From an optimization exercise on the open Yosys and OpenROAD flow, aimed at small area, a short achievable clock period and few clock cycles; shortcuts taken in it are not production practice.
Only simulation tests tie the RTL to the original design; equivalence was not proved.

`config.mk`:
```
export PLATFORM = sky130hd
export DESIGN_NAME = fp_unit_new
export DESIGN_NICKNAME = fp_unit_new
export VERILOG_FILES = /design/flow/design.v
export SDC_FILE = /design/flow/constraint.sdc
export NUM_CORES = 4
export LEC_CHECK = 0
export ABC_AREA = 1
export CAP_MARGIN = 20
export CORE_MARGIN = 2
export CORE_UTILIZATION = 50
export SETUP_SLACK_MARGIN = 5
export SLEW_MARGIN = 20
```
`constraint.sdc`:
```
create_clock -name core_clock -period 10.0 [get_ports {clk}]
set_input_delay 2.0000 -clock core_clock [delete_from_list [all_inputs] [get_ports {clk}]]
set_output_delay 2.0000 -clock core_clock [all_outputs]
set_load 0.01 [all_outputs]
```
`design.v`:
```
`timescale 1ns / 1ps
module fp_unit_new(
    input clk,
    input nreset,
    input input_ready,
    input [31 : 0] a,
    input [31 : 0] b,
    input [2 : 0] round_mode,
    input [1 : 0] op,  
    output [31 : 0] z,
    output reg done,
    output busy,
    output reg dz,  
    output reg of,  
    output reg uf,  
    output reg nx,  
    output reg nv  
);
    localparam I_MUL = 0, I_MNORM = 1, I_DIVN = 2, I_DIV2 = 3, I_DIV4 = 4,
               I_SQRT = 5, I_ASET = 6, I_ALIGN = 7, I_ADDS = 8, I_XFER = 9, I_NORM = 10,
               I_ROUND = 11, I_DENORM = 12, I_ROUND2 = 13;
    localparam NS = 14;
    localparam [2:0] EK_NONE = 3'd0, EK_NAN = 3'd1, EK_NANNV = 3'd2, EK_ZERO = 3'd3, EK_DZ = 3'd4;
    reg [NS-1:0] st;
    reg busy_r;
    reg first;       
    reg [2:0] ek;
    reg [1:0] opr;
    reg [2:0] rmr;
    reg [29:0] R;
    reg [27:0] D;
    reg [27:0] Q;
    reg signed [9:0] E;
    reg [7:0] EB;
    reg S;
    reg ST;
    reg swp;
    reg sqp;
    reg sub;
    reg [7:0] CNT;
    reg bneg0, btwo0, bone0, bneg1, btwo1, bone1;   
    assign busy = busy_r;
    assign z = {S, E[7:0], Q[24:2]};
    wire sa = a[31], sb = b[31];
    wire [7:0] ea = a[30:23], eb = b[30:23];
    wire ha = |ea, hb = |eb;
    wire [23:0] ma = {ha, a[22:0]};
    wire [23:0] mb = {hb, b[22:0]};
    wire a_snan = (a[30:22] == 9'h1FE) && (a[21:0] != 22'd0);
    wire b_snan = (b[30:22] == 9'h1FE) && (b[21:0] != 22'd0);
    wire a_qnan = (a[30:22] == 9'h1FF);
    wire b_qnan = (b[30:22] == 9'h1FF);
    wire az = (a[30:0] == 31'd0);
    wire bz = (b[30:0] == 31'd0);
    wire amax = (ea == 8'hFF);
    wire bmax = (eb == 8'hFF);
    reg [2:0] ek_in;
    always @(*) begin
        ek_in = EK_NONE;
        if (a_snan || b_snan) ek_in = EK_NANNV;
        else if (a_qnan || b_qnan) ek_in = EK_NAN;
        else case (op)
            2'b00: if (az || bz) ek_in = (amax || bmax) ? EK_NANNV : EK_ZERO;
            2'b01: if (amax && bmax) ek_in = EK_NANNV;
                   else if (bz) ek_in = az ? EK_NANNV : EK_DZ;
            2'b10: if (amax && bmax && (sa ^ sb)) ek_in = EK_NANNV;
            2'b11: if (sa) ek_in = EK_NANNV;
        endcase
    end
    wire par = a[23] || !ha;        
    wire [3:0] sqn = par ? {3'b000, ma[23]} : ma[23:20];
    wire [1:0] sqd = (sqn >= 4'd9) ? 2'd3 : (sqn >= 4'd4) ? 2'd2 : (sqn != 4'd0) ? 2'd1 : 2'd0;
    wire [3:0] sqr = sqn - {sqd[1] & sqd[0], sqd[1] & ~sqd[0], 1'b0, sqd[0]};  
    wire swp_in = (eb > ea);
    wire both_low = (ea[7:1] == 7'd0) && (eb[7:1] == 7'd0);
    wire [7:0] dexp_in = both_low ? 8'd0 : (swp_in ? eb - ea : ea - eb);
    wire [7:0] xa = E[7:0], xb = EB;
    wire xha = |xa, xhb = |xb;
    wire [7:0] xa1 = xha ? xa : 8'd1;
    wire [7:0] xb1 = xhb ? xb : 8'd1;
    wire xswp = (xb > xa);
    wire xlow = (xa[7:1] == 7'd0) && (xb[7:1] == 7'd0);
    wire [7:0] xdab = xa - xb;
    wire [7:0] xdba = xb - xa;
    wire [7:0] xd = xswp ? xdba : xdab;
    wire [7:0] xdexp = xlow ? 8'd0 : xd;
    wire xfar = !xlow && (xd >= 8'd26);
    wire [7:0] xemax = xlow ? 8'd1 : (xswp ? xb : xa);
    wire xpar = xa[0] || !xha;
    wire [9:0] xsq = {2'b0, xa} + 10'd126 + {9'd0, xpar} + {9'd0, !xha};
    reg [9:0] e_init;
    always @(*) begin
        case (opr)
            2'b00: e_init = {2'b0, xa1} + {2'b0, xb1} - 10'd126;
            2'b01: e_init = {2'b0, xa1} - {2'b0, xb1} + 10'd153;
            2'b10: e_init = {2'b0, xemax};
            default: e_init = {1'b0, xsq[9:1]} + (xpar ? 10'd1 : 10'd2);
        endcase
    end
    wire m_mul = st[I_MUL];
    wire m_sqrt = st[I_SQRT];
    wire m_div4 = st[I_DIV4];
    wire m_div2 = st[I_DIV2];
    wire m_add = st[I_ADDS];
    wire addp = m_add & ~sub;        
    wire [29:0] A = R;
    wire [29:0] T1 = {2'b0, Q[24:0], 3'b001};      
    wire [29:0] T2 = {2'b0, Q[23:0], 4'b0100};     
    wire [29:0] D1 = {2'b0, D};
    wire [29:0] D2 = {1'b0, D, 1'b0};
    wire [29:0] bz_op = m_sqrt ? T1 : D1;
    wire [29:0] sz = A + (addp ? bz_op : ~bz_op) + {29'd0, ~addp};
    wire [29:0] sy = A + ~(m_sqrt ? T2 : D2) + 30'd1;
    wire [29:0] X = m_sqrt ? {2'b0, Q[24:0], 3'b011} : {2'b0, D};
    wire [29:0] X1 = {X[28:0], 1'b0};
    wire [29:0] X4 = {X[27:0], 2'b0};
    wire [29:0] X8 = {X[26:0], 3'b0};
    wire [29:0] xb1o = {30{bneg0}} ^ (({30{bone0}} & X) | ({30{btwo0}} & X1));
    wire [29:0] xb2o = {30{bneg1}} ^ (({30{bone1}} & X4) | ({30{btwo1}} & X8));    
    wire xc0 = bneg0;
    wire xc1 = bneg1;
    wire [29:0] csa_s = A ^ xb1o ^ xb2o;
    wire [29:0] csa_c = {(A[28:0] & xb1o[28:0]) | (A[28:0] & xb2o[28:0]) | (xb1o[28:0] & xb2o[28:0]), xc0};
    wire [29:0] sx = csa_s + csa_c + {29'd0, xc1};
    wire cz = ~sz[29];    
    wire cy = ~sy[29];
    wire cx = ~sx[29];
    wire m_r4 = m_div4 | m_sqrt;
    wire [1:0] qd = cx ? 2'd3 : (cy ? 2'd2 : (cz ? 2'd1 : 2'd0));
    wire [2:0] nd0 = Q[5:3];
    wire [2:0] nd1 = Q[7:5];
    function [2:0] bdec(input [2:0] d);  
        bdec = {d[2] & ~(d[1] & d[0]),
                (d == 3'b100) | (d == 3'b011),
                d[1] ^ d[0]};
    endfunction
    wire [2:0] bn0 = bdec(nd0);
    wire [2:0] bn1 = bdec(nd1);
    wire [2:0] bi0 = bdec({b[1], b[0], 1'b0});
    wire [2:0] bi1 = bdec({b[3], b[2], b[1]});
    wire selx = m_mul | (m_r4 & cx);
    wire sely = m_r4 & ~cx & cy;
    wire selz = m_add | ((m_r4 | m_div2) & ~cx & ~cy & cz);
    wire rfast = m_mul | m_r4 | m_div2;
    wire [29:0] rsel = ({30{selx}} & sx) | ({30{sely}} & sy) | ({30{selz}} & sz) |
                       ({30{~selx & ~sely & ~selz}} & A);
    wire [29:0] r_adder = ({30{m_mul}} & {{4{rsel[29]}}, rsel[29:4]}) |
                          ({30{m_div4}} & {rsel[27:0], 2'b00}) |
                          ({30{m_div2}} & {rsel[28:0], 1'b0}) |
                          ({30{m_sqrt}} & {rsel[25:0], D[27:24]}) |
                          ({30{m_add}} & rsel);
    wire mulsrc = st[I_ROUND] & (opr == 2'b00);
    wire mshift = mulsrc & ~R[19] & ~R[18];      
    wire mlow = mulsrc & ~R[19];                 
    wire [25:0] W = mulsrc ? (R[19] ? {R[19:0], Q[27:22]} : {R[18:0], Q[27:21]}) : Q[25:0];
    wire wst = mulsrc & (R[19] ? (Q[21:0] != 22'd0) : (Q[20:0] != 21'd0));
    wire stk = ST | wst | (opr[0] & (R != 30'd0));
    wire rg = W[1], rr = W[0], rl = W[2];
    reg rinc;
    always @(*) begin
        case (rmr)
            3'b001: rinc = 1'b0;
            3'b010: rinc = S & (rg | rr);
            3'b011: rinc = ~S & (rg | rr);
            3'b100: rinc = rg;
            default: rinc = rl ? rg : (rg & rr);
        endcase
    end
    wire [23:0] rsum = {1'b0, W[24:2]} + {23'd0, rinc};
    wire rovf = rsum[23];
    wire [22:0] rfrac = rsum[22:0];
    wire rnx = stk | rg | rr;
    wire signed [9:0] Ew = mlow ? E - 10'sd1 : E;
    wire e_ge255 = (Ew >= 10'sd255);
    wire e_eq254 = (Ew == 10'sd254);
    wire e_le0 = (Ew <= 10'sd0);
    wire e_eq0 = (Ew == 10'sd0);
    wire e_ltm23 = (Ew < -10'sd23);
    wire e_eqm23 = (Ew == -10'sd23);
    wire r_of = e_ge255 | (e_eq254 & rovf);
    wire r_den = e_le0 & ~(e_eq0 & rovf);
    wire r_ufz = e_ltm23 | (e_eqm23 & ~rovf);
    wire early = first && (ek != EK_NONE || (opr == 2'b10 && xfar));
    wire signed [9:0] ebase = first ? e_init : E;
    reg signed [9:0] edelta;
    always @(*) begin
        edelta = 10'sd0;
        if (st[I_MNORM]) edelta = -10'sd1;
        if (st[I_SQRT] & (CNT == 8'd1)) edelta = sqp ? -10'sd1 : -10'sd2;
        if (st[I_DIVN]) edelta = 10'sd1;
        if (st[I_DIV2]) edelta = -10'sd1;
        if (st[I_DIV4]) edelta = Q[24] ? -10'sd1 : -10'sd2;
        if (st[I_NORM]) edelta = (Q[25:0] == 26'd0) ? ((opr == 2'b11) ? -10'sd25 : -10'sd26) : (Q[25] ? 10'sd0 : (Q[24] ? -10'sd1 : -10'sd2));
        if (st[I_ROUND] & ~mshift) edelta = (rovf & ~mlow) ? 10'sd1 : ((mlow & ~rovf) ? -10'sd1 : 10'sd0);
        if (st[I_DENORM]) edelta = 10'sd1;
    end
    wire signed [9:0] enext = ebase + edelta;
    wire signed [9:0] ebase1 = ebase + 10'sd1;
    always @(posedge clk, negedge nreset) begin
        if (!nreset) begin
            busy_r <= 1'b0;
            done <= 1'b0;
        end else begin
            done <= 1'b0;
            first <= 1'b0;
            if (!busy_r) begin
                if (input_ready) begin
                    busy_r <= 1'b1;
                    first <= 1'b1;
                    ek <= ek_in;
                    opr <= op;
                    rmr <= round_mode;
                    nx <= 1'b0; of <= 1'b0; uf <= 1'b0; nv <= 1'b0; dz <= 1'b0;
                    ST <= 1'b0;
                    sub <= sa ^ sb;
                    E <= {2'b0, ea};
                    EB <= eb;
                    if (op == 2'b00) begin
                        {bneg0, btwo0, bone0} <= bi0;
                        {bneg1, btwo1, bone1} <= bi1;
                    end else begin
                        {bneg0, btwo0, bone0} <= 3'b001;
                        {bneg1, btwo1, bone1} <= 3'b101;
                    end
                    st <= {NS{1'b0}};
                    case (op)
                        2'b00: begin
                            st[I_MUL] <= 1'b1;
                            R <= 30'd0;
                            D <= {4'b0, ma};
                            Q <= {4'b0, mb};
                            S <= sa ^ sb;
                            CNT <= 8'd7;
                        end
                        2'b01: begin
                            if (ha && hb) begin
                                st[I_DIV4] <= 1'b1;
                                R <= {5'd0, ma, 1'b0};
                            end else begin
                                if (hb) st[I_DIV2] <= 1'b1; else st[I_DIVN] <= 1'b1;
                                R <= {6'd0, ma};
                            end
                            D <= {4'b0, mb};
                            Q <= 28'd0;
                            S <= sa ^ sb;
                            CNT <= 8'd29;
                        end
                        2'b10: begin
                            if (dexp_in == 8'd0) st[I_ADDS] <= 1'b1; else st[I_ALIGN] <= 1'b1;
                            R <= {4'b0, swp_in ? mb : ma, 2'b0};
                            D <= {2'b0, swp_in ? ma : mb, 2'b0};
                            S <= swp_in ? sb : sa;
                            swp <= swp_in;
                            CNT <= dexp_in;
                            Q <= 28'd0;
                        end
                        default: begin
                            st[I_SQRT] <= 1'b1;
                            R <= {23'd0, sqr[2:0], par ? ma[22:19] : ma[19:16]};
                            D <= par ? {ma[18:0], 9'b0} : {ma[15:0], 12'b0};
                            Q <= {26'd0, sqd};
                            S <= 1'b0;
                            sqp <= par;
                            CNT <= par ? 8'd12 : 8'd11;
                        end
                    endcase
                end
            end else if (early) begin
                st <= {NS{1'b0}};
                busy_r <= 1'b0;
                done <= 1'b1;
                case (ek)
                    EK_NAN, EK_NANNV: begin
                        S <= 1'b0; E[7:0] <= 8'hFF; Q[24:2] <= 23'h400000;
                        nv <= (ek == EK_NANNV);
                    end
                    EK_ZERO: begin
                        S <= 1'b0; E[7:0] <= 8'h00; Q[24:2] <= 23'd0;
                    end
                    EK_DZ: begin
                        E[7:0] <= 8'hFF; Q[24:2] <= 23'd0; dz <= 1'b1;
                    end
                    default: begin  
                        S <= xswp ? b[31] : a[31];
                        E[7:0] <= xswp ? b[30:23] : a[30:23];
                        Q[24:2] <= xswp ? b[22:0] : a[22:0];
                        nx <= 1'b1;
                    end
                endcase
            end else begin
                E <= enext;
                if (rfast) R <= r_adder;
                if (st[I_MUL]) begin
                    Q <= {sx[3:0], Q[27:4]};
                    {bneg0, btwo0, bone0} <= bn0;
                    {bneg1, btwo1, bone1} <= bn1;
                    CNT <= CNT - 8'd1;
                    if (CNT == 8'd1) begin st[I_MUL] <= 1'b0; st[I_ROUND] <= 1'b1; end
                end
                if (st[I_MNORM]) begin
                    R <= {R[28:0], Q[27]};
                    Q <= {Q[26:0], 1'b0};
                    if (R[17]) begin st[I_MNORM] <= 1'b0; st[I_ROUND] <= 1'b1; end
                end
                if (st[I_DIVN]) begin
                    D <= {D[26:0], 1'b0};
                    CNT <= CNT + 8'd1;
                    if (D[22]) begin st[I_DIVN] <= 1'b0; st[I_DIV2] <= 1'b1; end
                end
                if (st[I_DIV2]) begin
                    Q <= {Q[26:0], cz};
                    CNT <= CNT - 8'd1;
                    if (Q[24]) begin st[I_DIV2] <= 1'b0; st[I_ROUND] <= 1'b1; end
                    else if (CNT == 8'd1) begin st[I_DIV2] <= 1'b0; st[I_NORM] <= 1'b1; end
                end
                if (st[I_DIV4]) begin
                    if (Q[24]) begin
                        Q <= {Q[26:0], qd[1]};
                        ST <= ST | qd[0];
                    end else begin
                        Q <= {Q[25:0], qd};
                    end
                    if (Q[24] | Q[23]) begin st[I_DIV4] <= 1'b0; st[I_ROUND] <= 1'b1; end
                end
                if (st[I_SQRT]) begin
                    D <= {D[23:0], 4'b0000};
                    CNT <= CNT - 8'd1;
                    if (CNT == 8'd1) begin
                        st[I_SQRT] <= 1'b0;
                        if (sqp) begin
                            Q <= {Q[24:0], qd, 1'b0};
                            if (Q[22]) st[I_ROUND] <= 1'b1; else st[I_NORM] <= 1'b1;
                        end else begin
                            Q <= {Q[23:0], qd, 2'b00};
                            if (Q[21]) st[I_ROUND] <= 1'b1; else st[I_NORM] <= 1'b1;
                        end
                    end else begin
                        Q <= {Q[25:0], qd};
                    end
                end
                if (st[I_ALIGN]) begin
                    if (CNT >= 8'd16) begin
                        D <= {16'd0, D[27:16]};
                        ST <= ST | (D[15:0] != 16'd0);
                        CNT <= CNT - 8'd16;
                        if (CNT == 8'd16) begin st[I_ALIGN] <= 1'b0; st[I_ADDS] <= 1'b1; end
                    end else if (CNT >= 8'd4) begin
                        D <= {4'd0, D[27:4]};
                        ST <= ST | (D[3:0] != 4'd0);
                        CNT <= CNT - 8'd4;
                        if (CNT == 8'd4) begin st[I_ALIGN] <= 1'b0; st[I_ADDS] <= 1'b1; end
                    end else begin
                        D <= {1'b0, D[27:1]};
                        ST <= ST | D[0];
                        CNT <= CNT - 8'd1;
                        if (CNT == 8'd1) begin st[I_ALIGN] <= 1'b0; st[I_ADDS] <= 1'b1; end
                    end
                end
                if (st[I_ADDS]) begin
                    if (sub && !cz) begin
                        R <= {4'b0, swp ? ma : mb, 2'b0};
                        D <= {2'b0, swp ? mb : ma, 2'b0};
                        swp <= !swp;
                        S <= !S;
                    end else begin
                        if (sz[26]) begin
                            Q <= {2'b0, sz[26:1]};
                            E <= ebase1;
                        end else begin
                            Q <= {2'b0, sz[25:0]};
                            E <= ebase;
                        end
                        ST <= ST | D[1] | D[0] | (sz[26] & sz[0]);
                        st[I_ADDS] <= 1'b0;
                        if (sz[26] | sz[25]) st[I_ROUND] <= 1'b1; else st[I_NORM] <= 1'b1;
                    end
                end
                if (st[I_NORM]) begin
                    if (Q[25:0] == 26'd0) begin
                        if (opr == 2'b10) S <= 1'b0;
                        st[I_NORM] <= 1'b0; st[I_ROUND] <= 1'b1;
                    end else if (Q[25]) begin
                        st[I_NORM] <= 1'b0; st[I_ROUND] <= 1'b1;
                    end else if (Q[24]) begin
                        Q <= {Q[26:0], 1'b0};
                        st[I_NORM] <= 1'b0; st[I_ROUND] <= 1'b1;
                    end else begin
                        Q <= {Q[25:0], 2'b00};
                        if (Q[23]) begin st[I_NORM] <= 1'b0; st[I_ROUND] <= 1'b1; end
                    end
                end
                if (st[I_ROUND]) begin
                    st[I_ROUND] <= 1'b0;
                    if (mshift) begin
                        st[I_MNORM] <= 1'b1;
                    end else if (r_of) begin
                        of <= 1'b1; nx <= 1'b1;
                        done <= 1'b1; busy_r <= 1'b0;
                        if (rmr == 3'b001 || (rmr == 3'b010 && !S) || (rmr == 3'b011 && S)) begin
                            E[7:0] <= 8'hFE; Q[24:2] <= 23'h7FFFFF;
                        end else begin
                            E[7:0] <= 8'hFF; Q[24:2] <= 23'd0;
                        end
                    end else if (r_den) begin
                        if (r_ufz) begin
                            uf <= 1'b1; nx <= 1'b1;
                            S <= 1'b0; E <= 10'sd0; Q[24:2] <= 23'd0;
                            done <= 1'b1; busy_r <= 1'b0;
                        end else begin
                            Q <= {2'b0, W};
                            ST <= ST | wst;
                            st[I_DENORM] <= 1'b1;
                        end
                    end else begin
                        Q[24:2] <= rfrac;
                        nx <= rnx;
                        done <= 1'b1; busy_r <= 1'b0;
                    end
                end
                if (st[I_DENORM]) begin
                    Q <= {1'b0, Q[27:1]};
                    ST <= ST | Q[0];
                    if (E == 10'sd0) begin st[I_DENORM] <= 1'b0; st[I_ROUND2] <= 1'b1; end
                end
                if (st[I_ROUND2]) begin
                    E <= 10'sd0;
                    Q[24:2] <= rfrac;
                    nx <= rnx;
                    uf <= rnx;
                    done <= 1'b1; busy_r <= 1'b0;
                    st[I_ROUND2] <= 1'b0;
                end
            end
        end
    end
endmodule
```
`run.sh`:
```
#!/bin/bash
# synth_recipe.tcl (not shown) runs the flow's synth.tcl, then flattens the netlist and writes it again
# the make line also repeats each setting of config.mk as NAME=value (left out here)
make -C /OpenROAD-flow-scripts/flow DESIGN_CONFIG=/design/flow/config.mk WORK_HOME=/design/flow/orfs CLKGATE_MAP_FILE= SYNTH_SCRIPT=/design/flow/synth_recipe.tcl finish
```
==> summary.txt <==
* Outcome: no timing/DRC/antenna violations
* Top_reg_cell synth: edfxtp_1
* Synth Register Bits at 151
* Synthesized net count at 5,441
* Largest net degree at the start of global routing at 59
* Post-route cell area at 37,200 um2
* Endpoints failing setup at 0
* Pins over their slew limit at 0
* Crit. Startpoint: R[9]
* Final ANT Viol Nets at 0
* First-pass GRT wire length at 239 mm
* Post-synthesis mux area share at 0.0327%
* Clock root buffer: clkbuf_16
* Antenna violations before repair at 11
* Die Y at 252 um
* Fin crit period at 5.51 ns
* Drt wl/cell at 28.0 um
* TritonCTS buffer count at 17
* CP Launch Type: flip-flop
* Crit path DAT at 5.79 ns
* DIE AREA at 63,300 um2
* IO Count at 111
* Tightest Pin Transition at 1.21 ns
* R2r setup slk at 4.49 ns
* H-Tree Level Count at 4
* Compound-Gate Fraction of Synth Area at 26.5%
* IO Port Bufs at 110
* DR DRC count at 0
* Clk latency of the worst-skew pair at 0.52 ns
* Period utilization at 55.1%
* FFs w/ async S/R, synth at 1.32%
* CP required at 10.28 ns
* Worst relative slew slack at 18.7%
* Vias per inst at 6.71
* Critical R2R Launch: R[9]
* Final setup skew at 0.0260 ns
* Hold Crit Start: ek[0]
* Clk buf depth at 2
* Synthesis-to-layout area growth at 21.3%
* CTS Sinks at 151
* Cell variety after synth at 69
* Maxcap violations at 0
* Placed Cells at 5,810
* Placed inst area at 31,900 um2
* Worst hold margin at 0.604 ns
* Worst setup EP type: flip-flop
* Initial Util at 50.7%
* Clock transition at path regs at 0.08 ns
* Mapped Area at 30,600 um2
* Post-synth EDFFs at 149
* Final Hold Fails at 0
* Final WL at 170 mm
* RSZ-0062 raised after global routing: true
* Synthesized area per cell at 5.95 um2
* HPWL Detailed at 121 mm
* Row count at 90
* Synth Area in Adders at 9.84%
* Yosys warns at 1
* Sequential area share after synthesis at 14.8%
* Fin nets at 5,577
* Drt first pass iters at 12
* Layout cell share with drive strength beyond 1 at 14.9%
* Mapped Cells at 5,152
* RePlAce Congestion at 1.09
* Final std cells w/o fill at 6,085
* TritonCTS clock tree: yes
* HP Class: reg2reg
* Crit-path max FO at 7
* Width of the die at 252 um
* GR Overflow Total at 0
* Number of global-route vias before repair at 35,800
* XOR/XNOR share of the synthesized area at 6.37%
* Post-synthesis simple-gate area fraction at 31.0%
* Vias at 40,800
* Initial DRC Count at 7,478
* Largest family of logic cells by synthesized area: simple AND/OR/NAND/NOR gates
* Fmax at 181 MHz
* TNS Setup at 0 ns
* GRT Overall Usage at 50.9%
* Core box area at 60,500 um2
* WS Path Type: reg2reg
[cell usage in the layout, fill, tap and decap left out, types with 14 or more instances in the layout]
cell	instances
nor4_1	39
o221ai_1	62
o21ai_1	55
or2_2	20
buf_4	232
nor2_1	444
inv_2	24
o21bai_1	16
xnor2_1	36
nand2_1	1291
a22oi_1	19
o21ai_0	550
ha_1	140
nor2_2	30
xor2_1	169
o211ai_1	63
o21ai_2	14
nand3_1	192
buf_6	29
clkbuf_16	21
ha_4	31
edfxtp_1	149
inv_1	505
o22ai_1	54
a21oi_2	28
a21o_1	15
clkdlybuf4s50_1	104
nand4_1	58
nand2_2	60
xor2_2	15
a221oi_1	35
nand3_2	21
nor2_4	19
nand2_4	32
o21ai_4	36
nor3_1	48
fa_1	37
clkinvlp_4	15
o22ai_2	40
a21oi_1	332
[flip-flops by register name, indices dropped and copies added, names as in the netlist, 2 cells and up]
signal / flops
st: 12
Q: 28
R: 30
opr: 2
E: 10
D: 28
rmr: 3
ek: 3
EB: 8
CNT: 8
[kinds of logic after synthesis]
kind of cell | Yosys count
flip-flops | 151
AO/OA/AOI/OAI | 1408
XOR/XNOR | 222
adder cells (fa/ha/maj) | 217
buffers and inverters | 864
multiplexers | 1
AND/OR/NAND/NOR | 2289
[repair_timing]
action | in CTS | in global routing
gates cloned | 17 | 5
pin swaps | 39 | 159
setup buffers | 103 | 116
hold buffers | 0 | 0
endpoints found under the hold margin | 0 | 0
gates resized for setup | 220 | 351
endpoints found under the setup margin | 193 | 177
[layer usage]
metal / part of all wire, % / GRT usage [%] / up-vias
li1: - / - / 17600
met1: 36 / 66.1 / 18600
met2: 38 / 69.4 / 3614
met3: 17 / 20.8 / 932
met4: 8.1 / 30.9 / 18
met5: 0.19 / 2.47 / -
[Yosys cell counts, drive strengths merged (3+ instances only)]
cell	count	area [um2]
a211oi	8	60.1
a21boi	13	113
a21o	15	113
a21oi	371	1860
a221oi	35	307
a22oi	19	143
a31o	3	26.3
a31oi	17	106
a32oi	3	26.3
and2	7	43.8
buf	98	631
clkbuf	196	739
clkinv	16	60.1
edfxtp	149	4470
fa	40	801
ha	177	2210
inv	554	2090
nand2	1383	5250
nand3	222	1160
nand3b	10	75.1
nand4	59	375
nor2	491	1930
nor3	52	265
nor4	41	257
o211ai	63	473
o21a	7	52.6
o21ai	654	3350
o21bai	16	120
o221ai	65	569
o22ai	94	588
o31ai	9	67.6
o32ai	3	26.3
or2	21	131
xnor2	38	333
xor2	184	1620
[worst paths after layout]
path	endpoint	cells after the start
min in group asynchronous	done	1
worst max register to register	E[9]	24
worst min-delay path	nv	1
worst min register to register	nv	1
worst max-delay path	E[9]	24
max in group asynchronous	busy_r	1
[through the flow]
step	setup WS, ns	util (%)
CTS	4.82	57.2
detailed placement	3.34	52.8
floorplan	4.76	-
finish	4.49	61.4
global placement	3.27	52.8
global route	4.35	61.4
[critical path: stages (launching register included)]
cell	delay, ns
edfxtp_1	0.80
inv_1	0.26
o21ai_0	1.00
a21boi_4	0.20
nor4_1	0.38
nand4_1	0.21
ha_2	0.24
or2_4	0.25
nand3_4	0.11
inv_8	0.05
ha_4	0.23
a21o_1	0.17
nand3_1	0.08
nand2_1	0.07
a21oi_2	0.12
nor2_1	0.07
o21ai_1	0.14
nand2_1	0.09
a21o_1	0.17
a21oi_2	0.12
xor2_1	0.19
nor2_1	0.06
o21a_1	0.18
nand2_1	0.06
inv_1	0.03
[cell type report]
cell class | instances | area (um2)
Antenna cell | 2 | 5.00
Clock buffer | 17 | 425
Sequential cell | 151 | 4530
Clock inverter | 15 | 199
Timing Repair inverter | 2 | 12.5
Inverter | 570 | 2280
Fill cell | 5862 | 23300
Timing Repair Buffer | 404 | 3950
Multi-Input combinational cell | 4142 | 24800
Tap cell | 782 | 978
Testbench counts, summed over its fixed seeds: cycles 37,658.

## what the ideal ports hide
The flow's constraints put no driver on any port. The routed layout listed below was extracted and timed again, unchanged, in two steps.
Step 1 (the two cells are an assumption about what drives the block):
set clk [get_ports {clk}]
set_driving_cell -lib_cell sky130_fd_sc_hd__clkbuf_16 $clk
set_driving_cell -lib_cell sky130_fd_sc_hd__buf_2 [delete_from_list [all_inputs] $clk]
Step 2 adds t to the input delays and takes it off the output delays; t is the mean of the earliest and latest rising clock arrival at the registers after step 1. Input paths then give back, and output paths get back, about the clock's delay inside the block.
Three values: ideal, step 1, step 2; two values: the first two.
shift t [ns]: 0.572
slack for setup (ns): 4.490 / 4.490 / 4.483
clock arrival spread, ns: 0.026 / 0.026
worst data-port slew with drivers (ns): 0.08
cell pins on the clock port's net: 1
After both steps this run still meets setup and hold. For this run, drivers alone change the setup slack by 0.000 ns; drivers and shift together by -0.007 ns.
